Context: an optimization exercise on an open-source flow, tuned for small area and a short achievable clock period. The choices shown serve that exercise and are no tape-out recipe. No run shown here included a check of the RTL's function; only the layout flow was run. Power is estimated from default activity; no workload was simulated.

[flow/constraint.sdc]
create_clock -name core_clock -period 15.0 [get_ports {clk}]
set_input_delay 3.0000 -clock core_clock [delete_from_list [all_inputs] [get_ports {clk}]]
set_output_delay 3.0000 -clock core_clock [all_outputs]
set_load 0.01 [all_outputs]
[flow/design.v]
module Adder32Bit(a, b, s);
	input [31:0] a, b;
	output [31:0] s;
	assign s = a + b;
endmodule
module SignExtender(sign, _sign);
	input [9:0] sign;
	output [31:0] _sign;
	assign _sign[9:0] = sign[9:0]; 
	genvar i;
	for(i=10; i<32; i=i+1)
		assign _sign[i] = sign[9];
endmodule
module ALUEncode(readData1, readData2, sign_extended, aluSrc, aluControl, one, two, inv, k0, cr);
	input [31:0] readData1, readData2, sign_extended;
	input aluSrc;
	input [2:0] aluControl;
	output [15:0] one, two, inv;
	output k0;
	output [31:0] cr;
	wire [31:0] a = readData1;
	wire [31:0] b = readData2;
	wire [31:0] op2 = aluSrc ? sign_extended : readData2;
	wire is_add = aluControl == 3'b000;
	wire is_sub = aluControl == 3'b001;
	wire is_neg = aluControl == 3'b010;
	wire is_mul = aluControl == 3'b011;
	wire is_and = aluControl == 3'b100;
	wire is_or  = aluControl == 3'b101;
	wire is_xor = aluControl == 3'b110;
	wire is_not = aluControl == 3'b111;
	assign cr = ({32{is_add}} & op2) | ({32{is_sub}} & ~op2) |
		({32{is_and}} & (a & b)) | ({32{is_or}} & (a | b)) | ({32{is_xor}} & (a ^ b));
	wire [32:0] bx = {b, 1'b0};
	assign k0 = is_mul ? bx[2] : (is_neg | is_sub);
	genvar i;
	generate
		for (i = 0; i < 16; i = i + 1) begin : enc
			wire b0 = bx[2*i], b1 = bx[2*i+1], b2 = bx[2*i+2];
			if (i == 0) begin : d0
				assign one[i] = is_mul ? (b1 ^ b0) : (is_add | is_sub | is_neg | is_not);
				assign two[i] = is_mul & ((b2 & ~b1 & ~b0) | (~b2 & b1 & b0));
				assign inv[i] = is_mul ? b2 : (is_neg | is_not);
			end else begin : dn
				assign one[i] = is_mul & (b1 ^ b0);
				assign two[i] = is_mul & ((b2 & ~b1 & ~b0) | (~b2 & b1 & b0));
				assign inv[i] = is_mul & b2;
			end
		end
	endgenerate
endmodule
module ALU(a, one, two, inv, k0, cr, result);
	input [31:0] a;
	input [15:0] one, two, inv;
	input k0;
	input [31:0] cr;
	output [31:0] result;
	wire [31:0] pp0 = ((({32{one[0]}} & a[31:0]) | ({32{two[0]}} & {a[30:0], 1'b0})) ^ {32{inv[0]}});
	wire [29:0] pp1 = ((({30{one[1]}} & a[29:0]) | ({30{two[1]}} & {a[28:0], 1'b0})) ^ {30{inv[1]}});
	wire [27:0] pp2 = ((({28{one[2]}} & a[27:0]) | ({28{two[2]}} & {a[26:0], 1'b0})) ^ {28{inv[2]}});
	wire [25:0] pp3 = ((({26{one[3]}} & a[25:0]) | ({26{two[3]}} & {a[24:0], 1'b0})) ^ {26{inv[3]}});
	wire [23:0] pp4 = ((({24{one[4]}} & a[23:0]) | ({24{two[4]}} & {a[22:0], 1'b0})) ^ {24{inv[4]}});
	wire [21:0] pp5 = ((({22{one[5]}} & a[21:0]) | ({22{two[5]}} & {a[20:0], 1'b0})) ^ {22{inv[5]}});
	wire [19:0] pp6 = ((({20{one[6]}} & a[19:0]) | ({20{two[6]}} & {a[18:0], 1'b0})) ^ {20{inv[6]}});
	wire [17:0] pp7 = ((({18{one[7]}} & a[17:0]) | ({18{two[7]}} & {a[16:0], 1'b0})) ^ {18{inv[7]}});
	wire [15:0] pp8 = ((({16{one[8]}} & a[15:0]) | ({16{two[8]}} & {a[14:0], 1'b0})) ^ {16{inv[8]}});
	wire [13:0] pp9 = ((({14{one[9]}} & a[13:0]) | ({14{two[9]}} & {a[12:0], 1'b0})) ^ {14{inv[9]}});
	wire [11:0] pp10 = ((({12{one[10]}} & a[11:0]) | ({12{two[10]}} & {a[10:0], 1'b0})) ^ {12{inv[10]}});
	wire [9:0] pp11 = ((({10{one[11]}} & a[9:0]) | ({10{two[11]}} & {a[8:0], 1'b0})) ^ {10{inv[11]}});
	wire [7:0] pp12 = ((({8{one[12]}} & a[7:0]) | ({8{two[12]}} & {a[6:0], 1'b0})) ^ {8{inv[12]}});
	wire [5:0] pp13 = ((({6{one[13]}} & a[5:0]) | ({6{two[13]}} & {a[4:0], 1'b0})) ^ {6{inv[13]}});
	wire [3:0] pp14 = ((({4{one[14]}} & a[3:0]) | ({4{two[14]}} & {a[2:0], 1'b0})) ^ {4{inv[14]}});
	wire [1:0] pp15 = ((({2{one[15]}} & a[1:0]) | ({2{two[15]}} & {a[0:0], 1'b0})) ^ {2{inv[15]}});
	wire s0, t0, s1, t1, s2, t2, s3, t3, s4, t4, s5, t5, s6, t6, s7, t7;
	wire s8, t8, s9, t9, s10, t10, s11, t11, s12, t12, s13, t13, s14, t14, s15, t15;
	wire s16, t16, s17, t17, s18, t18, s19, t19, s20, t20, s21, t21, s22, t22, s23, t23;
	wire s24, t24, s25, s26, s27, s28, s29, s30, t30, s31, t31, s32, t32, s33, t33, s34;
	wire t34, s35, t35, s36, t36, s37, t37, s38, t38, s39, t39, s40, t40, s41, t41, s42;
	wire t42, s43, t43, s44, t44, s45, t45, s46, t46, s47, t47, s48, t48, s49, t49, s50;
	wire t50, s51, t51, s52, t52, s53, t53, s54, t54, s55, t55, s56, t56, s57, t57, s58;
	wire t58, s59, t59, s60, t60, s61, t61, s62, t62, s63, t63, s64, t64, s65, t65, s66;
	wire t66, s67, t67, s68, t68, s69, t69, s70, t70, s71, t71, s72, t72, s73, t73, s74;
	wire t74, s75, t75, s76, t76, s77, t77, s78, t78, s79, t79, s80, t80, s81, t81, s82;
	wire t82, s83, t83, s84, t84, s85, t85, s86, s87, s88, s89, s90, t90, s91, t91, s92;
	wire t92, s93, t93, s94, t94, s95, t95, s96, t96, s97, t97, s98, t98, s99, t99, s100;
	wire t100, s101, t101, s102, t102, s103, t103, s104, t104, s105, t105, s106, t106, s107, t107, s108;
	wire t108, s109, t109, s110, t110, s111, t111, s112, t112, s113, t113, s114, t114, s115, t115, s116;
	wire t116, s117, t117, s118, t118, s119, t119, s120, t120, s121, t121, s122, t122, s123, t123, s124;
	wire t124, s125, t125, s126, t126, s127, t127, s128, t128, s129, t129, s130, t130, s131, t131, s132;
	wire t132, s133, t133, s134, t134, s135, t135, s136, t136, s137, t137, s138, t138, s139, t139, s140;
	wire t140, s141, t141, s142, t142, s143, t143, s144, t144, s145, t145, s146, t146, s147, t147, s148;
	wire t148, s149, t149, s150, t150, s151, t151, s152, t152, s153, s154, s155, s156, t156, s157, t157;
	wire s158, t158, s159, t159, s160, t160, s161, t161, s162, t162, s163, t163, s164, t164, s165, t165;
	wire s166, t166, s167, t167, s168, t168, s169, t169, s170, t170, s171, t171, s172, t172, s173, t173;
	wire s174, t174, s175, t175, s176, t176, s177, t177, s178, t178, s179, t179, s180, t180, s181, t181;
	wire s182, t182, s183, t183, s184, t184, s185, t185, s186, t186, s187, t187, s188, t188, s189, t189;
	wire s190, t190, s191, t191, s192, t192, s193, t193, s194, t194, s195, t195, s196, t196, s197, t197;
	wire s198, t198, s199, t199, s200, t200, s201, t201, s202, t202, s203, t203, s204, t204, s205, t205;
	wire s206, t206, s207, t207, s208, s209, s210, t210, s211, t211, s212, t212, s213, t213, s214, t214;
	wire s215, t215, s216, t216, s217, t217, s218, t218, s219, t219, s220, t220, s221, t221, s222, t222;
	wire s223, t223, s224, t224, s225, t225, s226, t226, s227, t227, s228, t228, s229, t229, s230, t230;
	wire s231, t231, s232, t232, s233, t233, s234, t234, s235, t235, s236, t236, s237, t237, s238, t238;
	wire s239, s240, t240, s241, t241, s242, t242, s243, t243, s244, t244, s245, t245, s246, t246, s247;
	wire t247, s248, t248, s249, t249, s250, t250, s251, t251, s252, t252, s253, t253, s254, t254, s255;
	wire t255, s256, t256, s257, t257, s258, t258, s259, t259, s260, t260, s261, t261, s262, t262, s263;
	wire t263, s264, t264, s265, t265, s266, t266, s267, t267, s268, t268, s269, t269, s270, t270, s271;
	assign s0 = inv[11] ^ cr[22];
	assign t0 = inv[11] & cr[22];
	assign s1 = cr[23] ^ pp0[23];
	assign t1 = cr[23] & pp0[23];
	assign s2 = inv[12] ^ cr[24] ^ pp0[24];
	assign t2 = (inv[12] & cr[24]) | (inv[12] & pp0[24]) | (cr[24] & pp0[24]);
	assign s3 = pp1[22] ^ pp2[20];
	assign t3 = pp1[22] & pp2[20];
	assign s4 = cr[25] ^ pp0[25] ^ pp1[23];
	assign t4 = (cr[25] & pp0[25]) | (cr[25] & pp1[23]) | (pp0[25] & pp1[23]);
	assign s5 = pp2[21] ^ pp3[19];
	assign t5 = pp2[21] & pp3[19];
	assign s6 = inv[13] ^ cr[26] ^ pp0[26];
	assign t6 = (inv[13] & cr[26]) | (inv[13] & pp0[26]) | (cr[26] & pp0[26]);
	assign s7 = pp1[24] ^ pp2[22] ^ pp3[20];
	assign t7 = (pp1[24] & pp2[22]) | (pp1[24] & pp3[20]) | (pp2[22] & pp3[20]);
	assign s8 = pp4[18] ^ pp5[16];
	assign t8 = pp4[18] & pp5[16];
	assign s9 = cr[27] ^ pp0[27] ^ pp1[25];
	assign t9 = (cr[27] & pp0[27]) | (cr[27] & pp1[25]) | (pp0[27] & pp1[25]);
	assign s10 = pp2[23] ^ pp3[21] ^ pp4[19];
	assign t10 = (pp2[23] & pp3[21]) | (pp2[23] & pp4[19]) | (pp3[21] & pp4[19]);
	assign s11 = pp5[17] ^ pp6[15];
	assign t11 = pp5[17] & pp6[15];
	assign s12 = inv[14] ^ cr[28] ^ pp0[28];
	assign t12 = (inv[14] & cr[28]) | (inv[14] & pp0[28]) | (cr[28] & pp0[28]);
	assign s13 = pp1[26] ^ pp2[24] ^ pp3[22];
	assign t13 = (pp1[26] & pp2[24]) | (pp1[26] & pp3[22]) | (pp2[24] & pp3[22]);
	assign s14 = pp4[20] ^ pp5[18] ^ pp6[16];
	assign t14 = (pp4[20] & pp5[18]) | (pp4[20] & pp6[16]) | (pp5[18] & pp6[16]);
	assign s15 = pp7[14] ^ pp8[12];
	assign t15 = pp7[14] & pp8[12];
	assign s16 = cr[29] ^ pp0[29] ^ pp1[27];
	assign t16 = (cr[29] & pp0[29]) | (cr[29] & pp1[27]) | (pp0[29] & pp1[27]);
	assign s17 = pp2[25] ^ pp3[23] ^ pp4[21];
	assign t17 = (pp2[25] & pp3[23]) | (pp2[25] & pp4[21]) | (pp3[23] & pp4[21]);
	assign s18 = pp5[19] ^ pp6[17] ^ pp7[15];
	assign t18 = (pp5[19] & pp6[17]) | (pp5[19] & pp7[15]) | (pp6[17] & pp7[15]);
	assign s19 = pp8[13] ^ pp9[11];
	assign t19 = pp8[13] & pp9[11];
	assign s20 = inv[15] ^ cr[30] ^ pp0[30];
	assign t20 = (inv[15] & cr[30]) | (inv[15] & pp0[30]) | (cr[30] & pp0[30]);
	assign s21 = pp1[28] ^ pp2[26] ^ pp3[24];
	assign t21 = (pp1[28] & pp2[26]) | (pp1[28] & pp3[24]) | (pp2[26] & pp3[24]);
	assign s22 = pp4[22] ^ pp5[20] ^ pp6[18];
	assign t22 = (pp4[22] & pp5[20]) | (pp4[22] & pp6[18]) | (pp5[20] & pp6[18]);
	assign s23 = pp7[16] ^ pp8[14] ^ pp9[12];
	assign t23 = (pp7[16] & pp8[14]) | (pp7[16] & pp9[12]) | (pp8[14] & pp9[12]);
	assign s24 = pp10[10] ^ pp11[8];
	assign t24 = pp10[10] & pp11[8];
	assign s25 = cr[31] ^ pp0[31] ^ pp1[29];
	assign s26 = pp2[27] ^ pp3[25] ^ pp4[23];
	assign s27 = pp5[21] ^ pp6[19] ^ pp7[17];
	assign s28 = pp8[15] ^ pp9[13] ^ pp10[11];
	assign s29 = pp11[9] ^ pp12[7];
	assign s30 = inv[7] ^ cr[14];
	assign t30 = inv[7] & cr[14];
	assign s31 = cr[15] ^ pp0[15];
	assign t31 = cr[15] & pp0[15];
	assign s32 = inv[8] ^ cr[16] ^ pp0[16];
	assign t32 = (inv[8] & cr[16]) | (inv[8] & pp0[16]) | (cr[16] & pp0[16]);
	assign s33 = pp1[14] ^ pp2[12];
	assign t33 = pp1[14] & pp2[12];
	assign s34 = cr[17] ^ pp0[17] ^ pp1[15];
	assign t34 = (cr[17] & pp0[17]) | (cr[17] & pp1[15]) | (pp0[17] & pp1[15]);
	assign s35 = pp2[13] ^ pp3[11];
	assign t35 = pp2[13] & pp3[11];
	assign s36 = inv[9] ^ cr[18] ^ pp0[18];
	assign t36 = (inv[9] & cr[18]) | (inv[9] & pp0[18]) | (cr[18] & pp0[18]);
	assign s37 = pp1[16] ^ pp2[14] ^ pp3[12];
	assign t37 = (pp1[16] & pp2[14]) | (pp1[16] & pp3[12]) | (pp2[14] & pp3[12]);
	assign s38 = pp4[10] ^ pp5[8];
	assign t38 = pp4[10] & pp5[8];
	assign s39 = cr[19] ^ pp0[19] ^ pp1[17];
	assign t39 = (cr[19] & pp0[19]) | (cr[19] & pp1[17]) | (pp0[19] & pp1[17]);
	assign s40 = pp2[15] ^ pp3[13] ^ pp4[11];
	assign t40 = (pp2[15] & pp3[13]) | (pp2[15] & pp4[11]) | (pp3[13] & pp4[11]);
	assign s41 = pp5[9] ^ pp6[7];
	assign t41 = pp5[9] & pp6[7];
	assign s42 = inv[10] ^ cr[20] ^ pp0[20];
	assign t42 = (inv[10] & cr[20]) | (inv[10] & pp0[20]) | (cr[20] & pp0[20]);
	assign s43 = pp1[18] ^ pp2[16] ^ pp3[14];
	assign t43 = (pp1[18] & pp2[16]) | (pp1[18] & pp3[14]) | (pp2[16] & pp3[14]);
	assign s44 = pp4[12] ^ pp5[10] ^ pp6[8];
	assign t44 = (pp4[12] & pp5[10]) | (pp4[12] & pp6[8]) | (pp5[10] & pp6[8]);
	assign s45 = pp7[6] ^ pp8[4];
	assign t45 = pp7[6] & pp8[4];
	assign s46 = cr[21] ^ pp0[21] ^ pp1[19];
	assign t46 = (cr[21] & pp0[21]) | (cr[21] & pp1[19]) | (pp0[21] & pp1[19]);
	assign s47 = pp2[17] ^ pp3[15] ^ pp4[13];
	assign t47 = (pp2[17] & pp3[15]) | (pp2[17] & pp4[13]) | (pp3[15] & pp4[13]);
	assign s48 = pp5[11] ^ pp6[9] ^ pp7[7];
	assign t48 = (pp5[11] & pp6[9]) | (pp5[11] & pp7[7]) | (pp6[9] & pp7[7]);
	assign s49 = pp8[5] ^ pp9[3];
	assign t49 = pp8[5] & pp9[3];
	assign s50 = s0 ^ pp0[22] ^ pp1[20];
	assign t50 = (s0 & pp0[22]) | (s0 & pp1[20]) | (pp0[22] & pp1[20]);
	assign s51 = pp2[18] ^ pp3[16] ^ pp4[14];
	assign t51 = (pp2[18] & pp3[16]) | (pp2[18] & pp4[14]) | (pp3[16] & pp4[14]);
	assign s52 = pp5[12] ^ pp6[10] ^ pp7[8];
	assign t52 = (pp5[12] & pp6[10]) | (pp5[12] & pp7[8]) | (pp6[10] & pp7[8]);
	assign s53 = pp8[6] ^ pp9[4] ^ pp10[2];
	assign t53 = (pp8[6] & pp9[4]) | (pp8[6] & pp10[2]) | (pp9[4] & pp10[2]);
	assign s54 = t0 ^ pp1[21] ^ pp2[19];
	assign t54 = (t0 & pp1[21]) | (t0 & pp2[19]) | (pp1[21] & pp2[19]);
	assign s55 = pp3[17] ^ pp4[15] ^ pp5[13];
	assign t55 = (pp3[17] & pp4[15]) | (pp3[17] & pp5[13]) | (pp4[15] & pp5[13]);
	assign s56 = pp6[11] ^ pp7[9] ^ pp8[7];
	assign t56 = (pp6[11] & pp7[9]) | (pp6[11] & pp8[7]) | (pp7[9] & pp8[7]);
	assign s57 = pp9[5] ^ pp10[3] ^ pp11[1];
	assign t57 = (pp9[5] & pp10[3]) | (pp9[5] & pp11[1]) | (pp10[3] & pp11[1]);
	assign s58 = pp3[18] ^ pp4[16] ^ pp5[14];
	assign t58 = (pp3[18] & pp4[16]) | (pp3[18] & pp5[14]) | (pp4[16] & pp5[14]);
	assign s59 = pp6[12] ^ pp7[10] ^ pp8[8];
	assign t59 = (pp6[12] & pp7[10]) | (pp6[12] & pp8[8]) | (pp7[10] & pp8[8]);
	assign s60 = pp9[6] ^ pp10[4] ^ pp11[2];
	assign t60 = (pp9[6] & pp10[4]) | (pp9[6] & pp11[2]) | (pp10[4] & pp11[2]);
	assign s61 = pp12[0] ^ t1 ^ s2;
	assign t61 = (pp12[0] & t1) | (pp12[0] & s2) | (t1 & s2);
	assign s62 = pp4[17] ^ pp5[15] ^ pp6[13];
	assign t62 = (pp4[17] & pp5[15]) | (pp4[17] & pp6[13]) | (pp5[15] & pp6[13]);
	assign s63 = pp7[11] ^ pp8[9] ^ pp9[7];
	assign t63 = (pp7[11] & pp8[9]) | (pp7[11] & pp9[7]) | (pp8[9] & pp9[7]);
	assign s64 = pp10[5] ^ pp11[3] ^ pp12[1];
	assign t64 = (pp10[5] & pp11[3]) | (pp10[5] & pp12[1]) | (pp11[3] & pp12[1]);
	assign s65 = t2 ^ t3 ^ s4;
	assign t65 = (t2 & t3) | (t2 & s4) | (t3 & s4);
	assign s66 = pp6[14] ^ pp7[12] ^ pp8[10];
	assign t66 = (pp6[14] & pp7[12]) | (pp6[14] & pp8[10]) | (pp7[12] & pp8[10]);
	assign s67 = pp9[8] ^ pp10[6] ^ pp11[4];
	assign t67 = (pp9[8] & pp10[6]) | (pp9[8] & pp11[4]) | (pp10[6] & pp11[4]);
	assign s68 = pp12[2] ^ pp13[0] ^ t4;
	assign t68 = (pp12[2] & pp13[0]) | (pp12[2] & t4) | (pp13[0] & t4);
	assign s69 = t5 ^ s6 ^ s7;
	assign t69 = (t5 & s6) | (t5 & s7) | (s6 & s7);
	assign s70 = pp7[13] ^ pp8[11] ^ pp9[9];
	assign t70 = (pp7[13] & pp8[11]) | (pp7[13] & pp9[9]) | (pp8[11] & pp9[9]);
	assign s71 = pp10[7] ^ pp11[5] ^ pp12[3];
	assign t71 = (pp10[7] & pp11[5]) | (pp10[7] & pp12[3]) | (pp11[5] & pp12[3]);
	assign s72 = pp13[1] ^ t6 ^ t7;
	assign t72 = (pp13[1] & t6) | (pp13[1] & t7) | (t6 & t7);
	assign s73 = t8 ^ s9 ^ s10;
	assign t73 = (t8 & s9) | (t8 & s10) | (s9 & s10);
	assign s74 = pp9[10] ^ pp10[8] ^ pp11[6];
	assign t74 = (pp9[10] & pp10[8]) | (pp9[10] & pp11[6]) | (pp10[8] & pp11[6]);
	assign s75 = pp12[4] ^ pp13[2] ^ pp14[0];
	assign t75 = (pp12[4] & pp13[2]) | (pp12[4] & pp14[0]) | (pp13[2] & pp14[0]);
	assign s76 = t9 ^ t10 ^ t11;
	assign t76 = (t9 & t10) | (t9 & t11) | (t10 & t11);
	assign s77 = s12 ^ s13 ^ s14;
	assign t77 = (s12 & s13) | (s12 & s14) | (s13 & s14);
	assign s78 = pp10[9] ^ pp11[7] ^ pp12[5];
	assign t78 = (pp10[9] & pp11[7]) | (pp10[9] & pp12[5]) | (pp11[7] & pp12[5]);
	assign s79 = pp13[3] ^ pp14[1] ^ t12;
	assign t79 = (pp13[3] & pp14[1]) | (pp13[3] & t12) | (pp14[1] & t12);
	assign s80 = t13 ^ t14 ^ t15;
	assign t80 = (t13 & t14) | (t13 & t15) | (t14 & t15);
	assign s81 = s16 ^ s17 ^ s18;
	assign t81 = (s16 & s17) | (s16 & s18) | (s17 & s18);
	assign s82 = pp12[6] ^ pp13[4] ^ pp14[2];
	assign t82 = (pp12[6] & pp13[4]) | (pp12[6] & pp14[2]) | (pp13[4] & pp14[2]);
	assign s83 = pp15[0] ^ t16 ^ t17;
	assign t83 = (pp15[0] & t16) | (pp15[0] & t17) | (t16 & t17);
	assign s84 = t18 ^ t19 ^ s20;
	assign t84 = (t18 & t19) | (t18 & s20) | (t19 & s20);
	assign s85 = s21 ^ s22 ^ s23;
	assign t85 = (s21 & s22) | (s21 & s23) | (s22 & s23);
	assign s86 = pp13[5] ^ pp14[3] ^ pp15[1];
	assign s87 = t20 ^ t21 ^ t22;
	assign s88 = t23 ^ t24 ^ s25;
	assign s89 = s26 ^ s27 ^ s28;
	assign s90 = inv[4] ^ cr[8];
	assign t90 = inv[4] & cr[8];
	assign s91 = cr[9] ^ pp0[9];
	assign t91 = cr[9] & pp0[9];
	assign s92 = inv[5] ^ cr[10] ^ pp0[10];
	assign t92 = (inv[5] & cr[10]) | (inv[5] & pp0[10]) | (cr[10] & pp0[10]);
	assign s93 = pp1[8] ^ pp2[6];
	assign t93 = pp1[8] & pp2[6];
	assign s94 = cr[11] ^ pp0[11] ^ pp1[9];
	assign t94 = (cr[11] & pp0[11]) | (cr[11] & pp1[9]) | (pp0[11] & pp1[9]);
	assign s95 = pp2[7] ^ pp3[5];
	assign t95 = pp2[7] & pp3[5];
	assign s96 = inv[6] ^ cr[12] ^ pp0[12];
	assign t96 = (inv[6] & cr[12]) | (inv[6] & pp0[12]) | (cr[12] & pp0[12]);
	assign s97 = pp1[10] ^ pp2[8] ^ pp3[6];
	assign t97 = (pp1[10] & pp2[8]) | (pp1[10] & pp3[6]) | (pp2[8] & pp3[6]);
	assign s98 = pp4[4] ^ pp5[2];
	assign t98 = pp4[4] & pp5[2];
	assign s99 = cr[13] ^ pp0[13] ^ pp1[11];
	assign t99 = (cr[13] & pp0[13]) | (cr[13] & pp1[11]) | (pp0[13] & pp1[11]);
	assign s100 = pp2[9] ^ pp3[7] ^ pp4[5];
	assign t100 = (pp2[9] & pp3[7]) | (pp2[9] & pp4[5]) | (pp3[7] & pp4[5]);
	assign s101 = pp5[3] ^ pp6[1];
	assign t101 = pp5[3] & pp6[1];
	assign s102 = s30 ^ pp0[14] ^ pp1[12];
	assign t102 = (s30 & pp0[14]) | (s30 & pp1[12]) | (pp0[14] & pp1[12]);
	assign s103 = pp2[10] ^ pp3[8] ^ pp4[6];
	assign t103 = (pp2[10] & pp3[8]) | (pp2[10] & pp4[6]) | (pp3[8] & pp4[6]);
	assign s104 = pp5[4] ^ pp6[2] ^ pp7[0];
	assign t104 = (pp5[4] & pp6[2]) | (pp5[4] & pp7[0]) | (pp6[2] & pp7[0]);
	assign s105 = t30 ^ pp1[13] ^ pp2[11];
	assign t105 = (t30 & pp1[13]) | (t30 & pp2[11]) | (pp1[13] & pp2[11]);
	assign s106 = pp3[9] ^ pp4[7] ^ pp5[5];
	assign t106 = (pp3[9] & pp4[7]) | (pp3[9] & pp5[5]) | (pp4[7] & pp5[5]);
	assign s107 = pp6[3] ^ pp7[1] ^ s31;
	assign t107 = (pp6[3] & pp7[1]) | (pp6[3] & s31) | (pp7[1] & s31);
	assign s108 = pp3[10] ^ pp4[8] ^ pp5[6];
	assign t108 = (pp3[10] & pp4[8]) | (pp3[10] & pp5[6]) | (pp4[8] & pp5[6]);
	assign s109 = pp6[4] ^ pp7[2] ^ pp8[0];
	assign t109 = (pp6[4] & pp7[2]) | (pp6[4] & pp8[0]) | (pp7[2] & pp8[0]);
	assign s110 = t31 ^ s32 ^ s33;
	assign t110 = (t31 & s32) | (t31 & s33) | (s32 & s33);
	assign s111 = pp4[9] ^ pp5[7] ^ pp6[5];
	assign t111 = (pp4[9] & pp5[7]) | (pp4[9] & pp6[5]) | (pp5[7] & pp6[5]);
	assign s112 = pp7[3] ^ pp8[1] ^ t32;
	assign t112 = (pp7[3] & pp8[1]) | (pp7[3] & t32) | (pp8[1] & t32);
	assign s113 = t33 ^ s34 ^ s35;
	assign t113 = (t33 & s34) | (t33 & s35) | (s34 & s35);
	assign s114 = pp6[6] ^ pp7[4] ^ pp8[2];
	assign t114 = (pp6[6] & pp7[4]) | (pp6[6] & pp8[2]) | (pp7[4] & pp8[2]);
	assign s115 = pp9[0] ^ t34 ^ t35;
	assign t115 = (pp9[0] & t34) | (pp9[0] & t35) | (t34 & t35);
	assign s116 = s36 ^ s37 ^ s38;
	assign t116 = (s36 & s37) | (s36 & s38) | (s37 & s38);
	assign s117 = pp7[5] ^ pp8[3] ^ pp9[1];
	assign t117 = (pp7[5] & pp8[3]) | (pp7[5] & pp9[1]) | (pp8[3] & pp9[1]);
	assign s118 = t36 ^ t37 ^ t38;
	assign t118 = (t36 & t37) | (t36 & t38) | (t37 & t38);
	assign s119 = s39 ^ s40 ^ s41;
	assign t119 = (s39 & s40) | (s39 & s41) | (s40 & s41);
	assign s120 = pp9[2] ^ pp10[0] ^ t39;
	assign t120 = (pp9[2] & pp10[0]) | (pp9[2] & t39) | (pp10[0] & t39);
	assign s121 = t40 ^ t41 ^ s42;
	assign t121 = (t40 & t41) | (t40 & s42) | (t41 & s42);
	assign s122 = s43 ^ s44 ^ s45;
	assign t122 = (s43 & s44) | (s43 & s45) | (s44 & s45);
	assign s123 = pp10[1] ^ t42 ^ t43;
	assign t123 = (pp10[1] & t42) | (pp10[1] & t43) | (t42 & t43);
	assign s124 = t44 ^ t45 ^ s46;
	assign t124 = (t44 & t45) | (t44 & s46) | (t45 & s46);
	assign s125 = s47 ^ s48 ^ s49;
	assign t125 = (s47 & s48) | (s47 & s49) | (s48 & s49);
	assign s126 = pp11[0] ^ t46 ^ t47;
	assign t126 = (pp11[0] & t46) | (pp11[0] & t47) | (t46 & t47);
	assign s127 = t48 ^ t49 ^ s50;
	assign t127 = (t48 & t49) | (t48 & s50) | (t49 & s50);
	assign s128 = s51 ^ s52 ^ s53;
	assign t128 = (s51 & s52) | (s51 & s53) | (s52 & s53);
	assign s129 = t50 ^ t51 ^ t52;
	assign t129 = (t50 & t51) | (t50 & t52) | (t51 & t52);
	assign s130 = t53 ^ s54 ^ s55;
	assign t130 = (t53 & s54) | (t53 & s55) | (s54 & s55);
	assign s131 = s56 ^ s57 ^ s1;
	assign t131 = (s56 & s57) | (s56 & s1) | (s57 & s1);
	assign s132 = t54 ^ t55 ^ t56;
	assign t132 = (t54 & t55) | (t54 & t56) | (t55 & t56);
	assign s133 = t57 ^ s58 ^ s59;
	assign t133 = (t57 & s58) | (t57 & s59) | (s58 & s59);
	assign s134 = s60 ^ s3 ^ s61;
	assign t134 = (s60 & s3) | (s60 & s61) | (s3 & s61);
	assign s135 = t58 ^ t59 ^ t60;
	assign t135 = (t58 & t59) | (t58 & t60) | (t59 & t60);
	assign s136 = s62 ^ s63 ^ s64;
	assign t136 = (s62 & s63) | (s62 & s64) | (s63 & s64);
	assign s137 = s5 ^ t61 ^ s65;
	assign t137 = (s5 & t61) | (s5 & s65) | (t61 & s65);
	assign s138 = t62 ^ t63 ^ t64;
	assign t138 = (t62 & t63) | (t62 & t64) | (t63 & t64);
	assign s139 = s66 ^ s67 ^ s8;
	assign t139 = (s66 & s67) | (s66 & s8) | (s67 & s8);
	assign s140 = s68 ^ t65 ^ s69;
	assign t140 = (s68 & t65) | (s68 & s69) | (t65 & s69);
	assign s141 = t66 ^ t67 ^ s70;
	assign t141 = (t66 & t67) | (t66 & s70) | (t67 & s70);
	assign s142 = s71 ^ s11 ^ t68;
	assign t142 = (s71 & s11) | (s71 & t68) | (s11 & t68);
	assign s143 = s72 ^ t69 ^ s73;
	assign t143 = (s72 & t69) | (s72 & s73) | (t69 & s73);
	assign s144 = t70 ^ t71 ^ s74;
	assign t144 = (t70 & t71) | (t70 & s74) | (t71 & s74);
	assign s145 = s75 ^ s15 ^ t72;
	assign t145 = (s75 & s15) | (s75 & t72) | (s15 & t72);
	assign s146 = s76 ^ t73 ^ s77;
	assign t146 = (s76 & t73) | (s76 & s77) | (t73 & s77);
	assign s147 = t74 ^ t75 ^ s78;
	assign t147 = (t74 & t75) | (t74 & s78) | (t75 & s78);
	assign s148 = s19 ^ t76 ^ s79;
	assign t148 = (s19 & t76) | (s19 & s79) | (t76 & s79);
	assign s149 = s80 ^ t77 ^ s81;
	assign t149 = (s80 & t77) | (s80 & s81) | (t77 & s81);
	assign s150 = t78 ^ s82 ^ s24;
	assign t150 = (t78 & s82) | (t78 & s24) | (s82 & s24);
	assign s151 = t79 ^ t80 ^ s83;
	assign t151 = (t79 & t80) | (t79 & s83) | (t80 & s83);
	assign s152 = t81 ^ s84 ^ s85;
	assign t152 = (t81 & s84) | (t81 & s85) | (s84 & s85);
	assign s153 = t82 ^ s86 ^ s29;
	assign s154 = t83 ^ s87 ^ t84;
	assign s155 = t85 ^ s88 ^ s89;
	assign s156 = inv[2] ^ cr[4];
	assign t156 = inv[2] & cr[4];
	assign s157 = cr[5] ^ pp0[5];
	assign t157 = cr[5] & pp0[5];
	assign s158 = inv[3] ^ cr[6] ^ pp0[6];
	assign t158 = (inv[3] & cr[6]) | (inv[3] & pp0[6]) | (cr[6] & pp0[6]);
	assign s159 = pp1[4] ^ pp2[2];
	assign t159 = pp1[4] & pp2[2];
	assign s160 = cr[7] ^ pp0[7] ^ pp1[5];
	assign t160 = (cr[7] & pp0[7]) | (cr[7] & pp1[5]) | (pp0[7] & pp1[5]);
	assign s161 = pp2[3] ^ pp3[1];
	assign t161 = pp2[3] & pp3[1];
	assign s162 = s90 ^ pp0[8] ^ pp1[6];
	assign t162 = (s90 & pp0[8]) | (s90 & pp1[6]) | (pp0[8] & pp1[6]);
	assign s163 = pp2[4] ^ pp3[2] ^ pp4[0];
	assign t163 = (pp2[4] & pp3[2]) | (pp2[4] & pp4[0]) | (pp3[2] & pp4[0]);
	assign s164 = t90 ^ pp1[7] ^ pp2[5];
	assign t164 = (t90 & pp1[7]) | (t90 & pp2[5]) | (pp1[7] & pp2[5]);
	assign s165 = pp3[3] ^ pp4[1] ^ s91;
	assign t165 = (pp3[3] & pp4[1]) | (pp3[3] & s91) | (pp4[1] & s91);
	assign s166 = pp3[4] ^ pp4[2] ^ pp5[0];
	assign t166 = (pp3[4] & pp4[2]) | (pp3[4] & pp5[0]) | (pp4[2] & pp5[0]);
	assign s167 = t91 ^ s92 ^ s93;
	assign t167 = (t91 & s92) | (t91 & s93) | (s92 & s93);
	assign s168 = pp4[3] ^ pp5[1] ^ t92;
	assign t168 = (pp4[3] & pp5[1]) | (pp4[3] & t92) | (pp5[1] & t92);
	assign s169 = t93 ^ s94 ^ s95;
	assign t169 = (t93 & s94) | (t93 & s95) | (s94 & s95);
	assign s170 = pp6[0] ^ t94 ^ t95;
	assign t170 = (pp6[0] & t94) | (pp6[0] & t95) | (t94 & t95);
	assign s171 = s96 ^ s97 ^ s98;
	assign t171 = (s96 & s97) | (s96 & s98) | (s97 & s98);
	assign s172 = t96 ^ t97 ^ t98;
	assign t172 = (t96 & t97) | (t96 & t98) | (t97 & t98);
	assign s173 = s99 ^ s100 ^ s101;
	assign t173 = (s99 & s100) | (s99 & s101) | (s100 & s101);
	assign s174 = t99 ^ t100 ^ t101;
	assign t174 = (t99 & t100) | (t99 & t101) | (t100 & t101);
	assign s175 = s102 ^ s103 ^ s104;
	assign t175 = (s102 & s103) | (s102 & s104) | (s103 & s104);
	assign s176 = t102 ^ t103 ^ t104;
	assign t176 = (t102 & t103) | (t102 & t104) | (t103 & t104);
	assign s177 = s105 ^ s106 ^ s107;
	assign t177 = (s105 & s106) | (s105 & s107) | (s106 & s107);
	assign s178 = t105 ^ t106 ^ s108;
	assign t178 = (t105 & t106) | (t105 & s108) | (t106 & s108);
	assign s179 = s109 ^ t107 ^ s110;
	assign t179 = (s109 & t107) | (s109 & s110) | (t107 & s110);
	assign s180 = t108 ^ t109 ^ s111;
	assign t180 = (t108 & t109) | (t108 & s111) | (t109 & s111);
	assign s181 = s112 ^ t110 ^ s113;
	assign t181 = (s112 & t110) | (s112 & s113) | (t110 & s113);
	assign s182 = t111 ^ s114 ^ t112;
	assign t182 = (t111 & s114) | (t111 & t112) | (s114 & t112);
	assign s183 = s115 ^ t113 ^ s116;
	assign t183 = (s115 & t113) | (s115 & s116) | (t113 & s116);
	assign s184 = t114 ^ s117 ^ t115;
	assign t184 = (t114 & s117) | (t114 & t115) | (s117 & t115);
	assign s185 = s118 ^ t116 ^ s119;
	assign t185 = (s118 & t116) | (s118 & s119) | (t116 & s119);
	assign s186 = t117 ^ t118 ^ s120;
	assign t186 = (t117 & t118) | (t117 & s120) | (t118 & s120);
	assign s187 = t119 ^ s121 ^ s122;
	assign t187 = (t119 & s121) | (t119 & s122) | (s121 & s122);
	assign s188 = t120 ^ s123 ^ t121;
	assign t188 = (t120 & s123) | (t120 & t121) | (s123 & t121);
	assign s189 = t122 ^ s124 ^ s125;
	assign t189 = (t122 & s124) | (t122 & s125) | (s124 & s125);
	assign s190 = t123 ^ s126 ^ t124;
	assign t190 = (t123 & s126) | (t123 & t124) | (s126 & t124);
	assign s191 = t125 ^ s127 ^ s128;
	assign t191 = (t125 & s127) | (t125 & s128) | (s127 & s128);
	assign s192 = t126 ^ s129 ^ t127;
	assign t192 = (t126 & s129) | (t126 & t127) | (s129 & t127);
	assign s193 = t128 ^ s130 ^ s131;
	assign t193 = (t128 & s130) | (t128 & s131) | (s130 & s131);
	assign s194 = t129 ^ s132 ^ t130;
	assign t194 = (t129 & s132) | (t129 & t130) | (s132 & t130);
	assign s195 = t131 ^ s133 ^ s134;
	assign t195 = (t131 & s133) | (t131 & s134) | (s133 & s134);
	assign s196 = t132 ^ s135 ^ t133;
	assign t196 = (t132 & s135) | (t132 & t133) | (s135 & t133);
	assign s197 = s136 ^ t134 ^ s137;
	assign t197 = (s136 & t134) | (s136 & s137) | (t134 & s137);
	assign s198 = t135 ^ s138 ^ t136;
	assign t198 = (t135 & s138) | (t135 & t136) | (s138 & t136);
	assign s199 = s139 ^ t137 ^ s140;
	assign t199 = (s139 & t137) | (s139 & s140) | (t137 & s140);
	assign s200 = t138 ^ t139 ^ s141;
	assign t200 = (t138 & t139) | (t138 & s141) | (t139 & s141);
	assign s201 = s142 ^ t140 ^ s143;
	assign t201 = (s142 & t140) | (s142 & s143) | (t140 & s143);
	assign s202 = t141 ^ s144 ^ t142;
	assign t202 = (t141 & s144) | (t141 & t142) | (s144 & t142);
	assign s203 = s145 ^ t143 ^ s146;
	assign t203 = (s145 & t143) | (s145 & s146) | (t143 & s146);
	assign s204 = t144 ^ s147 ^ t145;
	assign t204 = (t144 & s147) | (t144 & t145) | (s147 & t145);
	assign s205 = t146 ^ s148 ^ s149;
	assign t205 = (t146 & s148) | (t146 & s149) | (s148 & s149);
	assign s206 = t147 ^ s150 ^ t148;
	assign t206 = (t147 & s150) | (t147 & t148) | (s150 & t148);
	assign s207 = t149 ^ s151 ^ s152;
	assign t207 = (t149 & s151) | (t149 & s152) | (s151 & s152);
	assign s208 = t150 ^ s153 ^ t151;
	assign s209 = t152 ^ s154 ^ s155;
	assign s210 = inv[1] ^ cr[2];
	assign t210 = inv[1] & cr[2];
	assign s211 = cr[3] ^ pp0[3];
	assign t211 = cr[3] & pp0[3];
	assign s212 = s156 ^ pp0[4] ^ pp1[2];
	assign t212 = (s156 & pp0[4]) | (s156 & pp1[2]) | (pp0[4] & pp1[2]);
	assign s213 = t156 ^ pp1[3] ^ pp2[1];
	assign t213 = (t156 & pp1[3]) | (t156 & pp2[1]) | (pp1[3] & pp2[1]);
	assign s214 = pp3[0] ^ t157 ^ s158;
	assign t214 = (pp3[0] & t157) | (pp3[0] & s158) | (t157 & s158);
	assign s215 = t158 ^ t159 ^ s160;
	assign t215 = (t158 & t159) | (t158 & s160) | (t159 & s160);
	assign s216 = t160 ^ t161 ^ s162;
	assign t216 = (t160 & t161) | (t160 & s162) | (t161 & s162);
	assign s217 = t162 ^ t163 ^ s164;
	assign t217 = (t162 & t163) | (t162 & s164) | (t163 & s164);
	assign s218 = t164 ^ s166 ^ t165;
	assign t218 = (t164 & s166) | (t164 & t165) | (s166 & t165);
	assign s219 = t166 ^ s168 ^ t167;
	assign t219 = (t166 & s168) | (t166 & t167) | (s168 & t167);
	assign s220 = t168 ^ s170 ^ t169;
	assign t220 = (t168 & s170) | (t168 & t169) | (s170 & t169);
	assign s221 = t170 ^ s172 ^ t171;
	assign t221 = (t170 & s172) | (t170 & t171) | (s172 & t171);
	assign s222 = t172 ^ s174 ^ t173;
	assign t222 = (t172 & s174) | (t172 & t173) | (s174 & t173);
	assign s223 = t174 ^ s176 ^ t175;
	assign t223 = (t174 & s176) | (t174 & t175) | (s176 & t175);
	assign s224 = t176 ^ s178 ^ t177;
	assign t224 = (t176 & s178) | (t176 & t177) | (s178 & t177);
	assign s225 = t178 ^ s180 ^ t179;
	assign t225 = (t178 & s180) | (t178 & t179) | (s180 & t179);
	assign s226 = t180 ^ s182 ^ t181;
	assign t226 = (t180 & s182) | (t180 & t181) | (s182 & t181);
	assign s227 = t182 ^ s184 ^ t183;
	assign t227 = (t182 & s184) | (t182 & t183) | (s184 & t183);
	assign s228 = t184 ^ t185 ^ s186;
	assign t228 = (t184 & t185) | (t184 & s186) | (t185 & s186);
	assign s229 = t186 ^ t187 ^ s188;
	assign t229 = (t186 & t187) | (t186 & s188) | (t187 & s188);
	assign s230 = t188 ^ t189 ^ s190;
	assign t230 = (t188 & t189) | (t188 & s190) | (t189 & s190);
	assign s231 = t190 ^ t191 ^ s192;
	assign t231 = (t190 & t191) | (t190 & s192) | (t191 & s192);
	assign s232 = t192 ^ t193 ^ s194;
	assign t232 = (t192 & t193) | (t192 & s194) | (t193 & s194);
	assign s233 = t194 ^ s196 ^ t195;
	assign t233 = (t194 & s196) | (t194 & t195) | (s196 & t195);
	assign s234 = t196 ^ s198 ^ t197;
	assign t234 = (t196 & s198) | (t196 & t197) | (s198 & t197);
	assign s235 = t198 ^ s200 ^ t199;
	assign t235 = (t198 & s200) | (t198 & t199) | (s200 & t199);
	assign s236 = t200 ^ s202 ^ t201;
	assign t236 = (t200 & s202) | (t200 & t201) | (s202 & t201);
	assign s237 = t202 ^ s204 ^ t203;
	assign t237 = (t202 & s204) | (t202 & t203) | (s204 & t203);
	assign s238 = t204 ^ s206 ^ t205;
	assign t238 = (t204 & s206) | (t204 & t205) | (s206 & t205);
	assign s239 = t206 ^ s208 ^ t207;
	assign s240 = k0 ^ cr[0];
	assign t240 = k0 & cr[0];
	assign s241 = cr[1] ^ pp0[1];
	assign t241 = cr[1] & pp0[1];
	assign s242 = s210 ^ pp0[2] ^ pp1[0];
	assign t242 = (s210 & pp0[2]) | (s210 & pp1[0]) | (pp0[2] & pp1[0]);
	assign s243 = t210 ^ pp1[1] ^ s211;
	assign t243 = (t210 & pp1[1]) | (t210 & s211) | (pp1[1] & s211);
	assign s244 = pp2[0] ^ t211 ^ s212;
	assign t244 = (pp2[0] & t211) | (pp2[0] & s212) | (t211 & s212);
	assign s245 = t212 ^ s213 ^ s157;
	assign t245 = (t212 & s213) | (t212 & s157) | (s213 & s157);
	assign s246 = t213 ^ s159 ^ s214;
	assign t246 = (t213 & s159) | (t213 & s214) | (s159 & s214);
	assign s247 = s161 ^ t214 ^ s215;
	assign t247 = (s161 & t214) | (s161 & s215) | (t214 & s215);
	assign s248 = s163 ^ t215 ^ s216;
	assign t248 = (s163 & t215) | (s163 & s216) | (t215 & s216);
	assign s249 = t216 ^ s217 ^ s165;
	assign t249 = (t216 & s217) | (t216 & s165) | (s217 & s165);
	assign s250 = t217 ^ s167 ^ s218;
	assign t250 = (t217 & s167) | (t217 & s218) | (s167 & s218);
	assign s251 = s169 ^ t218 ^ s219;
	assign t251 = (s169 & t218) | (s169 & s219) | (t218 & s219);
	assign s252 = s171 ^ t219 ^ s220;
	assign t252 = (s171 & t219) | (s171 & s220) | (t219 & s220);
	assign s253 = s173 ^ t220 ^ s221;
	assign t253 = (s173 & t220) | (s173 & s221) | (t220 & s221);
	assign s254 = s175 ^ t221 ^ s222;
	assign t254 = (s175 & t221) | (s175 & s222) | (t221 & s222);
	assign s255 = t222 ^ s223 ^ s177;
	assign t255 = (t222 & s223) | (t222 & s177) | (s223 & s177);
	assign s256 = t223 ^ s179 ^ s224;
	assign t256 = (t223 & s179) | (t223 & s224) | (s179 & s224);
	assign s257 = s181 ^ t224 ^ s225;
	assign t257 = (s181 & t224) | (s181 & s225) | (t224 & s225);
	assign s258 = s183 ^ t225 ^ s226;
	assign t258 = (s183 & t225) | (s183 & s226) | (t225 & s226);
	assign s259 = s185 ^ t226 ^ s227;
	assign t259 = (s185 & t226) | (s185 & s227) | (t226 & s227);
	assign s260 = s187 ^ t227 ^ s228;
	assign t260 = (s187 & t227) | (s187 & s228) | (t227 & s228);
	assign s261 = s189 ^ t228 ^ s229;
	assign t261 = (s189 & t228) | (s189 & s229) | (t228 & s229);
	assign s262 = s191 ^ t229 ^ s230;
	assign t262 = (s191 & t229) | (s191 & s230) | (t229 & s230);
	assign s263 = s193 ^ t230 ^ s231;
	assign t263 = (s193 & t230) | (s193 & s231) | (t230 & s231);
	assign s264 = t231 ^ s232 ^ s195;
	assign t264 = (t231 & s232) | (t231 & s195) | (s232 & s195);
	assign s265 = t232 ^ s197 ^ s233;
	assign t265 = (t232 & s197) | (t232 & s233) | (s197 & s233);
	assign s266 = s199 ^ t233 ^ s234;
	assign t266 = (s199 & t233) | (s199 & s234) | (t233 & s234);
	assign s267 = s201 ^ t234 ^ s235;
	assign t267 = (s201 & t234) | (s201 & s235) | (t234 & s235);
	assign s268 = s203 ^ t235 ^ s236;
	assign t268 = (s203 & t235) | (s203 & s236) | (t235 & s236);
	assign s269 = s205 ^ t236 ^ s237;
	assign t269 = (s205 & t236) | (s205 & s237) | (t236 & s237);
	assign s270 = s207 ^ t237 ^ s238;
	assign t270 = (s207 & t237) | (s207 & s238) | (t237 & s238);
	assign s271 = s209 ^ t238 ^ s239;
	wire [31:0] x = {t270, t269, t268, t267, t266, t265, t264, t263, t262, t261, t260, t259, t258, t257, t256, t255, t254, t253, t252, t251, t250, t249, t248, t247, t246, t245, t244, t243, t242, t241, t240, s240};
	wire [31:0] y = {s271, s270, s269, s268, s267, s266, s265, s264, s263, s262, s261, s260, s259, s258, s257, s256, s255, s254, s253, s252, s251, s250, s249, s248, s247, s246, s245, s244, s243, s242, s241, pp0[0]};
	Adder32Bit cpa(x, y, result);
endmodule
module alu_stage(clk, a, b, imm, alu_src, alu_ctl, result, zero);
	input clk;
	input [31:0] a, b;
	input [9:0] imm;
	input alu_src;
	input [2:0] alu_ctl;
	output reg [31:0] result;
	output zero;
	wire [31:0] imm_ext;
	wire [15:0] one, two, inv;
	wire k0;
	wire [31:0] cr;
	wire [31:0] alu_result;
	reg [31:0] a_q, cr_q;
	reg [15:0] one_q, two_q, inv_q;
	reg k0_q;
	SignExtender se(imm, imm_ext);
	ALUEncode enc(a, b, imm_ext, alu_src, alu_ctl, one, two, inv, k0, cr);
	always@(posedge clk) begin
		a_q <= a;
		cr_q <= cr;
		one_q <= one;
		two_q <= two;
		inv_q <= inv;
		k0_q <= k0;
		result <= alu_result;
	end
	assign zero = (result == 32'b0);
	ALU alu(a_q, one_q, two_q, inv_q, k0_q, cr_q, alu_result);
endmodule
[flow/config.mk]
export PLATFORM = sky130hd
export DESIGN_NAME = alu_stage
export DESIGN_NICKNAME = alu_stage
export VERILOG_FILES = /design/flow/design.v
export SDC_FILE = /design/flow/constraint.sdc
export NUM_CORES = 4
export LEC_CHECK = 0
export ABC_AREA = 1
export CAP_MARGIN = 20
export CORE_MARGIN = 2
export CORE_UTILIZATION = 40
export SLEW_MARGIN = 20
[flow/run.sh]
#!/bin/bash
# synth_recipe.tcl (not shown) runs the flow's synth.tcl, then flattens the netlist and writes it again
# the make line also repeats each setting of config.mk as NAME=value (left out here)
make -C /OpenROAD-flow-scripts/flow DESIGN_CONFIG=/design/flow/config.mk WORK_HOME=/design/flow/orfs CLKGATE_MAP_FILE= SYNTH_SCRIPT=/design/flow/synth_recipe.tcl finish
==> key figures, run 1 <==
Outcome
  • Outcome: complete, no violations

Routing
  • Met2 Wirelength: 27,600 um
  • M1 wire length: 26,500 um
  • Total iterations of the first detailed-routing run: 6
  • Wire per inst: 21.4 um
  • Vias per cell: 5.56
  • Met3 wire len: 5850 um
  • Via count: 16,400
  • Final ANT Viol Nets: 0
  • DR top layer: met5
  • Final wirelength: 63,100 um
  • DRT iter0 DRCs: 1,541
  • # DRC: 0

Clocking
  • Root Buffer: clkbuf_16
  • Clk pin slew, worst setup/hold paths: 0.07 ns
  • H-tree level count: 4
  • Clock buffer depth: 2
  • Cts repair resizes: 0
  • CTS tree: yes
  • Clk sinks: 145
  • Worst-skew pair later-pin latency: 0.46 ns
  • CTS Buf Count: 17
  • CTS Hold Bufs: 0
  • Postcts setup bufs: 0

Placed design
  • Dpl ws: 8.82 ns
  • Gp weighted congestion: 0.931
  • Post-DP HPWL: 48,200 um
  • IO buf count: 111

Logic synthesis
  • Compound-cell area share of the yosys netlist: 0.158
  • Post-synth net total: 2,721
  • Top cell type by total area after synthesis: fa_1
  • Simple-gate area share of the yosys netlist: 0.101
  • Syn Area/Cell: 8.17 sq um
  • Synth unique cells: 46
  • Area contributors post-synth: fa_1, dfxtp_1, xor2_1
  • Cell with the most instances after synthesis: inv_1
  • Largest family of logic cells by synthesized area: adder cells
  • Post-synth EDFFs: 0
  • Area share of fa/ha/maj cells after synthesis: 0.326
  • Most frequent cells after synthesis: inv_1, xor2_1, nand2_1
  • Synth Register Bits: 145
  • Sequential share of the synthesized area: 0.155
  • Synth Flop Type: dfxtp_1
  • Ys async rst share: 0
  • Post-Synth XOR/XNOR Area: 0.139
  • Mapped cell area: 0.0187 sq mm
  • Mux contribution to synthesized area: 0
  • Synth Warn #: 1
  • Post-Synthesis Cells: 2,290
  • Top cell type's share of synthesized area: 0.242

STA
  • Tightest hold margin: 0.615 ns
  • Clock Skew: 0.0171 ns
  • Fin crit share: 0.419
  • Hold Fails Final Rpt: 0
  • Max-slew violations: 0
  • Post-route setup slack: 8.71 ns
  • Tmin final: 6.29 ns
  • Endpoints failing setup: 0
  • Setup TNS Final: 0 ns
  • RSZ-0062 raised after global routing: false
  • Max Clock Freq: 159 MHz
  • Tightest Pin Transition: 1.07 ns
  • Slew HR: 0.287

Global routing
  • First-pass GRT wire length: 95,800 um
  • Grt ovf: 0
  • GRT Util Overall: 0.263
  • Vias in the first global route: 16,400
  • Largest net degree at the start of global routing: 37
  • Initial antenna violation count: 0

Final layout
  • Layout cell share with drive strength beyond 1: 0.0398
  • Final #Nets: 2,753
  • P&R area growth vs syn: 11.2%
  • Fill count: 4,527

Power and ir drop
  • Sequential Power Share: 0.157
  • Maximum vdd drop: 0.138 mV
  • Power per cell area: 160 mW/mm^2
  • Comb pwr share: 0.711
  • P_int: 1650 uW
  • Clock share of power: 0.132
  • Switch Pwr: 1680 uW
  • Leak pwr: 0.00994 uW
  • Switching Share: 0.505

Die
  • I/O pins: 112
  • Die X: 220 um
  • Site row count: 79
  • Starting Density: 0.404
  • Core area: 0.0464 sq mm
  • Die Area: 0.0485 sq mm
  • Die Height: 220 um

Critical path
  • Critical Path Fanout Max: 17
  • Crit. End Element: register
  • Critical Path Start Type: register
  • Crit path arrival time: 6.67 ns
  • Worst Path Required: 15.38 ns
  • Critical path type: register to register

Worst hold path
  • HP Class: register to register

Run
  • MaxCap Viol Count: 0
[layout by cell type (no fill, tap or decap), types with 4 or more instances in the layout]
master	instances
a221o_1	15
nand2_2	6
nor4_1	8
o2111ai_1	5
nand3_1	64
fa_1	226
buf_4	19
clkinv_1	15
inv_2	14
o211ai_1	10
o21ai_1	5
xnor2_1	15
a31oi_1	5
o21ai_2	5
nor2_1	64
ha_1	126
o21ai_0	39
a221oi_1	8
inv_6	7
nand4_1	6
inv_1	426
dfxtp_1	145
nor2_2	4
nand2_1	276
xor2_1	282
clkbuf_16	17
o221ai_1	15
o22ai_1	244
nor3_1	20
a21o_1	10
a21oi_1	96
clkdlybuf4s50_1	111
[layout make-up]
class	count	area, sq um	area share
Antenna cell	1	2.50	0.000120
Clock buffer	18	439	0.0211
Clock inverter	14	165	0.00794
Inverter	458	1730	0.0831
Multi-Input combinational cell	1570	13600	0.651
Sequential cell	145	2900	0.140
Tap cell	607	759	0.0365
Timing Repair Buffer	130	1250	0.0603
[routing by layer]
metal | GRT usage | vias up
met2 | 0.405 | 913
li1 | - | 7459
met1 | 0.351 | 7836
met5 | 0.00909 | -
met3 | 0.0546 | 166
met4 | 0.127 | 2
[through the flow]
step / cells / total power (uW) / util / instance area [sq um]
2_1_floorplan: 2290 / 2180 / - / 18700
3_3_place_gp: 2910 / 2850 / 0.436 / 20200
3_5_place_dp: 2910 / 2880 / 0.436 / 20200
4_1_cts: 2942 / 3330 / 0.449 / 20800
5_1_grt: 2942 / 3650 / 0.449 / 20800
6_report: 2943 / 3340 / 0.449 / 20800
[flip-flops by register name, indices dropped and copies added (netlist names)]
name and flops:
k0_q 1, result 32, one_q 16, cr_q 32, two_q 16, inv_q 16, a_q 32
[power by group through the flow]
stage	Clock, uW	Combinational, uW	Sequential, uW
3_5_place_dp	0	2350	532
6_report	442	2370	523
3_3_place_gp	0	2320	532
4_1_cts	447	2360	524
5_1_grt	463	2650	530
2_1_floorplan	0	1640	538
[final timing paths]
kind	start	slack, ns	to	cells past startpoint
max reg2reg	inv_q[4]	8.71	result[30]	19
min reg2reg	k0_q	0.62	result[0]	2
min	k0_q	0.62	result[0]	2
max	inv_q[4]	8.71	result[30]	19
[worst max-delay path: stages (launching register included)]
cell      delay [ns]
dfxtp_1         0.94
inv_1           0.61
xor2_1          0.32
fa_1            0.60
fa_1            0.44
fa_1            0.49
inv_1           0.05
fa_1            0.35
inv_1           0.08
fa_1            0.43
fa_1            0.57
inv_1           0.06
ha_1            0.36
inv_1           0.08
nor3_1          0.24
nand2_1         0.08
inv_1           0.07
nand3_1         0.06
o211ai_1        0.21
xor2_1          0.15
[kinds of logic (layout without fill, tap and decap cells)]
| kind of cell | count (synthesis) | count (layout) |
|---|---|---|
| AO/OA/AOI/OAI | 468 | 468 |
| XOR/XNOR | 297 | 297 |
| adder cells (fa/ha/maj) | 352 | 352 |
| buffers and inverters | 575 | 620 |
| flip-flops | 145 | 145 |
| other | 0 | 1 |
| AND/OR/NAND/NOR | 453 | 453 |
==> run 2, diff against run 1 <==
--- a/flow/config.mk
+++ b/flow/config.mk
@@ -10,3 +10,3 @@
 export CORE_MARGIN = 2
 export CORE_UTILIZATION = 40
-export SLEW_MARGIN = 20
+export SLEW_MARGIN = 85
==> key figures, run 2 <==
STA
  • Clock Skew: 0.0104 ns (-0.00666 ns)
  • Post-route setup slack: 8.40 ns (-0.311 ns)
  • Hold Fails Final Rpt: 0 (unchanged)
  • Endpoints failing setup: 0 (unchanged)
  • Tightest Pin Transition: 0.259 ns (-0.809 ns)
  • RSZ-0062 raised after global routing: false
  • Setup TNS Final: 0 ns (unchanged)
  • Slew HR: 0.827 (+0.539)
  • Max Clock Freq: 151 MHz (-4.7%)
  • Fin crit share: 0.440 (+0.0207)
  • Tmin final: 6.60 ns (+0.311 ns)
  • Max-slew violations: 0 (unchanged)

Critical path
  • Critical path type: register to output pin
  • Crit path arrival time: 3.60 ns (-3.07 ns)
  • CP endpoint: zero
  • Reg2Reg Setup Slack: 9.04 ns (+0.33 ns)
  • WP depth: 11 (-8)
  • Worst r2r src: two_q[2]
  • Crit. End Element: output pin
  • Crit-path slowest cell: clkdlybuf4s50_1
  • R2R Path End: result[29]
  • Worst path cell trace: nor4_4 -> clkdlybuf4s50_1 -> clkdlybuf4s50_1 -> clkdlybuf4s50_1 -> buf_1 -> buf_1 -> buf_1 -> buf_1 -> nand4_1 -> nor2_1 -> clkdlybuf4s50_1
  • CP Launch Point: result[1]
  • FF-to-FF path depth: 22 (+3)
  • Crit path buffers/inverters: 8 (+2)
  • Worst Path Required: 12.00 ns (-3.38 ns)
  • Critical Path Start Type: register
  • Crit-path max cell delay: 0.54 ns (-0.40 ns)
  • Family with the most delay on the worst path: buffers and inverters
  • Critical Path Fanout Max: 2 (-15)

Routing
  • Via count: 17,500 (+6.6%)
  • Wire per inst: 22.8 um (+6.4%)
  • Final ANT Viol Nets: 0 (unchanged)
  • DRT iter0 DRCs: 1,753 (+14%)
  • # DRC: 0 (unchanged)
  • Total iterations of the first detailed-routing run: 7 (+1)
  • Vias per cell: 5.74 (+3.1%)
  • Final wirelength: 69,400 um (+10%)

Power and ir drop
  • Tot Pwr: 3720 uW (+12%)
  • Leak pwr: 0.0113 uW (+14%)
  • Maximum vdd drop: 0.173 mV (+26%)
  • Power per cell area: 143 mW/mm^2 (-11%)

Die
  • Die X: 220 um (unchanged)
  • Die Height: 220 um (unchanged)
  • Die Area: 0.0485 sq mm (unchanged)
  • I/O pins: 112 (unchanged)
  • Starting Density: 0.404 (unchanged)
  • Core area: 0.0464 sq mm (unchanged)
  • Site row count: 79 (unchanged)

Final layout
  • Layout Cells excl Fill: 3,043 (+3.4%)
  • Final core occ: 0.563 (+0.114)
  • Fill count: 3,750 (-17%)
  • P&R area growth vs syn: 39.4%
  • Largest regs: a_q: 32 flops, cr_q: 32 flops, result: 32 flops
  • Final #Nets: 2,854 (+3.7%)
  • Most frequent cells in the layout: inv_1, nand2_1, fa_1
  • Layout cell share with drive strength beyond 1: 0.291 (+0.251)
  • N_diodes: 0 (-1)
  • Commonest non-fill, non-tap cell in the layout: inv_1

Clocking
  • CTS Buf Count: 17 (unchanged)
  • Cts repair resizes: 0 (unchanged)
  • Clk sinks: 145 (unchanged)
  • CTS tree: yes
  • Clock buffer depth: 2 (unchanged)
  • CTS Hold Bufs: 0 (unchanged)
  • H-tree level count: 4 (unchanged)
  • Worst-skew pair later-pin latency: 0.44 ns (-0.02 ns)
  • Postcts setup bufs: 0 (unchanged)
  • Root Buffer: clkbuf_16
  • Clk pin slew, worst setup/hold paths: 0.06 ns (about the same)

Placed design
  • Gp weighted congestion: 0.931 (unchanged)
  • Inst Count DP: 3,004 (+3.2%)
  • Dpl ws: 8.81 ns (-0.00542 ns)
  • Post-DP HPWL: 54,000 um (+12%)
  • IO buf count: 111 (unchanged)

Logic synthesis
  • Post-synth EDFFs: 0 (unchanged)
  • Cell with the most instances after synthesis: inv_1
  • Synth Flop Type: dfxtp_1
  • Synth Register Bits: 145 (unchanged)
  • Synth Warn #: 1 (unchanged)
  • Synth unique cells: 46 (unchanged)
  • Top cell type's share of synthesized area: 0.242 (unchanged)
  • Top cell type by total area after synthesis: fa_1
  • Post-Synthesis Cells: 2,290 (unchanged)
  • Sequential share of the synthesized area: 0.155 (unchanged)
  • Mapped cell area: 0.0187 sq mm (unchanged)
  • Most frequent cells after synthesis: inv_1, xor2_1, nand2_1
  • Ys async rst share: 0 (unchanged)
  • Post-synth net total: 2,721 (unchanged)
  • Syn Area/Cell: 8.17 sq um (unchanged)
  • Area contributors post-synth: fa_1, dfxtp_1, xor2_1

Global routing
  • Vias in the first global route: 17,800 (+8.8%)
  • First-pass GRT wire length: 102,000 um (+6.8%)
  • Initial antenna violation count: 0 (unchanged)
  • Largest net degree at the start of global routing: 31 (-16%)
  • GRT Util Overall: 0.279 (+0.0164)
  • Grt ovf: 0 (unchanged)

Run
  • MaxCap Viol Count: 0 (unchanged)

Outcome
  • Outcome: complete, no violations

Worst hold path
  • HP Class: register to register
==> run 2: how the worst min path moves through the flow <==
stage                     cells past startpoint     from  slack, ns         to
after floorplan                               2     k0_q       0.53  result[0]
after CTS                                     2     k0_q       0.63  result[0]
after global placement                        2     k0_q       0.61  result[0]
after global routing                          2  cr_q[0]       0.67  result[0]
after detailed placement                      2     k0_q       0.61  result[0]
final                                         2  cr_q[0]       0.63  result[0]
==> run 2: kinds of logic (layout without fill, tap and decap cells) <==
| family | Yosys count | count (layout) | share of synthesized area |
|---|---|---|---|
| DFF | 145 | 145 | 0.155 |
| xor gates and xnor gates | 297 | 297 | 0.139 |
| AOI/OAI and AO/OA | 468 | 468 | 0.158 |
| adders and majority gates | 352 | 352 | 0.326 |
| and+or+nand+nor | 453 | 453 | 0.101 |
| buffers and inverters | 575 | 721 | 0.121 |
==> run 2: final cells by class <==
type	instances	area, sq um	area share
timing repair buffer	231	2710	0.104
tap	607	759	0.0291
multi-input combinational	1570	17000	0.651
inverter	458	2090	0.0801
clock inverter	13	128	0.00489
clock buffer	19	443	0.0170
sequential	145	2980	0.114
==> run 2: report_power, final <==
part | switching [uW] | total (uW) | internal [uW]
Clock | 178 | 414 | 236
Combinational | 1640 | 2760 | 1120
Sequential | 64.1 | 545 | 481
==> run 2: worst min-delay path, delay by kind of cell (launching register included) <==
family	cells	cell delay [ns]
fa+ha+maj	2	0.26
flops	1	0.34
==> run 2: per-layer routing <==
layer  vias to the layer above  track usage  part of all wire
li1                       7599            -                 -
met1                      8589        0.358              0.39
met2                       989        0.436              0.45
met3                       281       0.0631             0.089
met4                         0        0.155             0.067
met5                         -            0                 0
==> run 2: stage by stage <==
stage                     hold WS, ns  cell area [sq um]
after floorplan                 0.530              18700
final                           0.626              26100
after detailed placement        0.610              24300
after CTS                       0.628              24800
after global placement          0.609              20200
after global routing            0.671              26100
==> run 3, diff against run 2 <==
--- a/flow/config.mk
+++ b/flow/config.mk
@@ -10,3 +10,3 @@
 export CORE_MARGIN = 2
 export CORE_UTILIZATION = 40
-export SLEW_MARGIN = 85
+export SLEW_MARGIN = 70
==> key figures, run 3 <==
Die
  • Die Area: 0.0485 sq mm (unchanged)
  • I/O pins: 112 (unchanged)
  • Starting Density: 0.404 (unchanged)
  • Core area: 0.0464 sq mm (unchanged)
  • Die X: 220 um (unchanged)
  • Die Height: 220 um (unchanged)
  • Site row count: 79 (unchanged)

Logic synthesis
  • Syn Area/Cell: 8.17 sq um (unchanged)
  • Synth Warn #: 1 (unchanged)
  • Top cell type by total area after synthesis: fa_1
  • Post-synth EDFFs: 0 (unchanged)
  • Synth Register Bits: 145 (unchanged)
  • Sequential share of the synthesized area: 0.155 (unchanged)
  • Cell with the most instances after synthesis: inv_1
  • Area contributors post-synth: fa_1, dfxtp_1, xor2_1
  • Mapped cell area: 0.0187 sq mm (unchanged)
  • Post-synth net total: 2,721 (unchanged)
  • Post-Synthesis Cells: 2,290 (unchanged)
  • Ys async rst share: 0 (unchanged)
  • Synth Flop Type: dfxtp_1
  • Top cell type's share of synthesized area: 0.242 (unchanged)

Clocking
  • Root Buffer: clkbuf_16
  • Worst-skew pair later-pin latency: 0.46 ns (+0.02 ns)
  • CTS Buf Count: 17 (unchanged)
  • CTS tree: yes
  • H-tree level count: 4 (unchanged)
  • Cts repair resizes: 0 (unchanged)
  • Clk pin slew, worst setup/hold paths: 0.07 ns (about the same)
  • Clk sinks: 145 (unchanged)

Power and ir drop
  • Tot Pwr: 3320 uW (-11%)
  • Power per cell area: 159 mW/mm^2 (+11%)
  • Leak pwr: 0.00995 uW (-12%)

Critical path
  • Critical Path Start Type: register
  • Crit path arrival time: 6.10 ns (+2.50 ns)
  • Worst path cell trace: buf_6 -> clkinv_2 -> xor2_1 -> fa_1 -> fa_1 -> fa_1 -> inv_1 -> fa_1 -> inv_1 -> fa_1 -> fa_1 -> inv_1 -> ha_1 -> inv_1 -> nor3_1 -> nand2_1 -> inv_1 -> nand3_1 -> o211ai_1 -> xor2_1
  • Crit. End Element: register
  • Crit-path slowest cell: fa_1
  • Critical path type: register to register
  • Worst Path Required: 15.39 ns (+3.39 ns)
  • Critical Path Fanout Max: 22 (+20)

Global routing
  • First-pass GRT wire length: 96,300 um (-5.9%)
  • Vias in the first global route: 16,400 (-7.8%)
  • Grt ovf: 0 (unchanged)
  • GRT Util Overall: 0.264 (-0.0154)

Final layout
  • Final #Nets: 2,754 (-3.5%)
  • Commonest non-fill, non-tap cell in the layout: inv_1
  • N_diodes: 0 (unchanged)
  • Layout cell share with drive strength beyond 1: 0.0582 (-0.232)
  • Largest regs: a_q: 32 flops, cr_q: 32 flops, result: 32 flops
  • P&R area growth vs syn: 11.7%
  • Layout Cells excl Fill: 2,943 (-3.3%)

STA
  • Tightest hold margin: 0.629 ns (+0.00320 ns)
  • Tightest Pin Transition: 0.441 ns (+0.182 ns)
  • Hold Fails Final Rpt: 0 (unchanged)
  • Post-route setup slack: 9.28 ns (+0.886 ns)
  • Clock Skew: 0.0119 ns (+0.00148 ns)
  • Fin crit share: 0.381 (-0.0591)
  • Tmin final: 5.72 ns (-0.886 ns)
  • Max-slew violations: 0 (unchanged)
  • Endpoints failing setup: 0 (unchanged)
  • Slew HR: 0.706 (-0.121)

Placed design
  • Gp weighted congestion: 0.931 (unchanged)
  • Post-DP HPWL: 48,300 um (-11%)
  • Inst Count DP: 2,911 (-3.1%)

Routing
  • Final ANT Viol Nets: 0 (unchanged)
  • Wire per inst: 21.5 um (-6.0%)
  • Via count: 16,600 (-5.1%)
  • Vias per cell: 5.63 (-1.8%)

Outcome
  • Outcome: complete, no violations

Worst hold path
  • Hold path depth: 2 (unchanged)

Run
  • MaxCap Viol Count: 0 (unchanged)
-- run 3: cell counts after synthesis --
No cell type changed its count.
-- run 3: path summary, 6_finish.rpt --
| kind | from | to | slack (ns) |
|---|---|---|---|
| setup / recovery | inv_q[0] | result[30] | 9.28 |
| hold / removal | k0_q | result[0] | 0.63 |
| setup reg to reg | inv_q[0] | result[30] | 9.28 |
| hold reg to reg | k0_q | result[0] | 0.63 |
-- run 3: through the flow --
step	area, sq um	utilization
2_1_floorplan	18700	-
3_3_place_gp	20200	0.436
3_5_place_dp	20300	0.438
4_1_cts	20900	0.450
5_1_grt	20900	0.451
6_report	20900	0.451
-- run 3: power breakdown --
group	internal [uW]	total (uW)	switching [uW]
Combinational	920	2370	1450
Sequential	480	527	47.2
Clock	236	430	194
-- run 3: logic make-up (layout without fill, tap and decap cells) --
kind of cell	Yosys count	after routing	synth area share
simple gates	453	453	0.101
buf+inv	575	621	0.121
compound gates	468	468	0.158
flops	145	145	0.155
fa+ha+maj	352	352	0.326
xor+xnor	297	297	0.139
-- run 3: area by class of cell --
| type | count | area, sq um | area share |
|---|---|---|---|
| clock buffers | 17 | 425 | 0.0203 |
| clock inverters | 15 | 165 | 0.00790 |
| multi-input cells | 1570 | 13600 | 0.649 |
| repair buffers | 131 | 1270 | 0.0609 |
| flip-flops and latches | 145 | 2920 | 0.140 |
| inverters | 458 | 1790 | 0.0857 |
| well taps | 607 | 759 | 0.0363 |
-- run 3: layer usage --
layer | track usage | part of all wire | vias to the layer above
met5 | 0 | 0 | -
met4 | 0.120 | 0.047 | 0
met3 | 0.0542 | 0.093 | 176
met2 | 0.409 | 0.44 | 968
met1 | 0.354 | 0.42 | 7954
li1 | - | - | 7474
-- run 3: critical path, delay by kind of cell, from the launching register on --
family	cells	cell delay, ns
XOR/XNOR	2	0.45
adder cells (fa/ha/maj)	7	3.22
flip-flops	1	0.33
buffers and inverters	7	1.06
AO/OA/AOI/OAI	1	0.21
AND/OR/NAND/NOR	3	0.36

-- afterwards: timing with drivers on the ports --
In the flow no input, the clock included, has a driving cell. The finished layouts below were timed again as built, in two steps.
Step 1 assumes that a clkbuf_16 drives the clock port and a buf_2 every other input.
Step 2 times the ports against the registers' clock, not the clock port: input delays grow and output delays shrink by t, the midpoint of the rising clock arrivals with the driver on.
Three values: no drivers, after step 1, after step 2; two values: the first two.
| run | t (ns) | setup slack, ns |
|---|---|---|
| run 1 | 0.511 | 8.709 / 8.709 / 8.709 |
| run 2 | 0.498 | 8.398 / 8.339 / 8.838 |
| run 3 | 0.510 | 9.284 / 9.284 / 9.284 |
After both steps every run listed still meets setup and hold.
